Context: an optimization exercise on an open-source flow, tuned for small area. The choices shown serve that exercise and are no tape-out recipe. Function was checked by simulation only, so behaviour that the tests miss may differ from the original. No activity file was given, so power comes from the tool's default toggle rates.

== JK ==
==> flow/design.v <==
module bomba (
    input  wire clk,
    input  wire reset,       
    input  wire activar,
    output reg  led          
);
    localparam [18:0] SEED = 19'b1010101100010111010;
    localparam [18:0] K500 = 19'b0000001010100011110;   
    localparam [18:0] DIFF = 19'b0000000000000100000;   
    localparam [18:0] POL  = 19'b1010101010101010101;
    reg  [18:0] b;
    wire [18:0] v = b ^ POL;
    wire m18  = ((v ^ K500) & ~DIFF) == 19'd0;     
    wire wrap = m18 & ((v & DIFF) == (K500 & DIFF));  
    wire fb   = ~(v[18] ^ v[17] ^ v[16] ^ v[13]);
    wire [18:0] vn = (!reset || wrap) ? SEED : {v[17:0], fb};
    always @(posedge clk) begin
        b <= vn ^ POL;
        if (!reset)
            led <= 1'b0;
        else if (led)
            led <= ~(wrap & activar);
        else
            led <= m18;    
    end
endmodule
module LCD1602_controller (
    input  wire clk,
    input  wire reset,
    input  wire ready_i,
    input  wire sel_text_i,
    output wire rs,
    output wire rw,
    output wire enable,
    output wire [7:0] data
);
    localparam [9:0] DSEED = 10'd0;
    localparam [9:0] DTERM = DTERM_F(0);
    function [9:0] DTERM_F(input integer dummy);
        integer i; reg [9:0] s;
        begin
            s = DSEED;
            for (i = 0; i < 799; i = i + 1) s = {s[8:0], ~(s[9] ^ s[6])};
            DTERM_F = s;
        end
    endfunction
    reg [9:0] d;
    reg e;
    wire dterm = (d == DTERM);
    wire tick = dterm & ~e;
    always @(posedge clk) begin
        if (!reset) begin
            d <= DSEED;
            e <= 1'b0;
        end else begin
            d <= dterm ? DSEED : {d[8:0], ~(d[9] ^ d[6])};
            e <= e ^ dterm;
        end
    end
    reg [5:0] pos;
    reg sel;
    always @(posedge clk) begin
        if (!reset) begin
            pos <= 6'd0;
            sel <= 1'b0;
        end else if (tick) begin
            if (pos == 6'd0) pos <= ready_i ? 6'd1 : 6'd0;
            else if (pos == 6'd43) pos <= 6'd38;
            else pos <= pos + 6'd1;
            if (pos == 6'd37 || pos == 6'd43) sel <= sel_text_i;
        end
    end
    reg [8:0] o;
    always @(*) begin
        case (pos)
            6'd0:  o = 9'h000;
            6'd1:  o = 9'h038;
            6'd2:  o = 9'h006;
            6'd3:  o = 9'h00C;
            6'd4:  o = 9'h001;
            6'd5:  o = 9'h145;
            6'd6:  o = 9'h173;
            6'd7:  o = 9'h174;
            6'd8:  o = 9'h161;
            6'd9:  o = 9'h164;
            6'd10: o = 9'h16F;
            6'd11: o = 9'h120;
            6'd12: o = 9'h154;
            6'd13: o = 9'h161;
            6'd14: o = 9'h16E;
            6'd15: o = 9'h171;
            6'd16: o = 9'h175;
            6'd17: o = 9'h165;
            6'd18: o = 9'h13A;
            6'd19: o = 9'h120;
            6'd20: o = 9'h120;
            6'd21: o = 9'h0C0;
            6'd38: o = 9'h0C0;
            6'd39: o = sel ? 9'h16C : 9'h176;
            6'd40: o = sel ? 9'h16C : 9'h161;
            6'd41: o = sel ? 9'h165 : 9'h163;
            6'd42: o = sel ? 9'h16E : 9'h169;
            6'd43: o = 9'h16F;
            default: o = 9'h120;    
        endcase
    end
    assign rs = o[8];
    assign data = o[7:0];
    assign enable = e;
    assign rw = 1'b0;
endmodule
module Proyectomatas #(
    parameter NUM_COMMANDS = 4,
    parameter NUM_DATA_ALL = 32,
    parameter NUM_DATA_PERLINE = 16,
    parameter DATA_BITS = 8,
    parameter COUNT_MAX = 800
)(
    input  wire clk,
    input  wire reset,
    input  wire ready_i,
    input  wire sel_text_i,
    input  wire activar,
    output wire led,
    output wire rs,
    output wire rw,
    output wire enable,
    output wire [DATA_BITS-1:0] data
);
    bomba u0 (
        .clk(clk),
        .reset(reset),
        .activar(activar),
        .led(led)
    );
    LCD1602_controller u1 (
        .clk(clk),
        .reset(reset),
        .ready_i(ready_i),
        .sel_text_i(sel_text_i),
        .rs(rs),
        .rw(rw),
        .enable(enable),
        .data(data)
    );
endmodule
Settings: LEC_CHECK=0, CAP_MARGIN=20, CORE_MARGIN=2, CORE_UTILIZATION=40, PLACE_DENSITY=0.6, SLEW_MARGIN=20; clock period 10.0 ns.
run.sh (not shown) runs the stock make flow with config.mk's settings and CLKGATE_MAP_FILE= SYNTH_SCRIPT=/design/flow/synth_recipe.tcl, a recipe that flattens the netlist after the stock synthesis.
#### Input delta (MS over JK)
- putting ABC_AREA at 1 where nothing was set
Findings:
Across JK and MS, none had a timing, DRC or antenna violation. NOTE: total of plain and repair buffers excluding clock buffers in MS falls short of that of JK. MS ends up with a detailed-placement wirelength estimate that is 6.2% higher than in JK. Compared with JK, the router placed fewer vias in MS. A worst setup path endpoint of rs is what MS shows, while data[5] belongs to JK. Summary of MS over JK: via density per instance now smaller, final non-filler cell area down 1.9%, total count of hold-check failures in the final report comparable, switching portion of total power shrank by 1.3 points, total power rose about 11%.

port drivers added, routing unchanged:
No port has a modelled driver above. Below, the same layouts with a new extraction and two added sets of constraints. Step 1: set_driving_cell puts a clkbuf_16 on clk and a buf_2 on each other input, an assumption about the parent block. Step 2 times the ports against the registers' clock, not the clock port: input delays grow and output delays shrink by t, the midpoint of the rising clock arrivals with the driver on. Slacks: ideal ports / drivers / drivers and shift; pairs: ideal ports / drivers.
run | t (ns) | setup WS [ns] | clock arrival spread, ns
JK | 0.305 | 5.234 / 5.211 / 5.516 | 0.008 / 0.008
MS | 0.301 | 5.613 / 5.589 / 5.891 | 0.006 / 0.007
After both steps setup and hold are still met in every run listed.
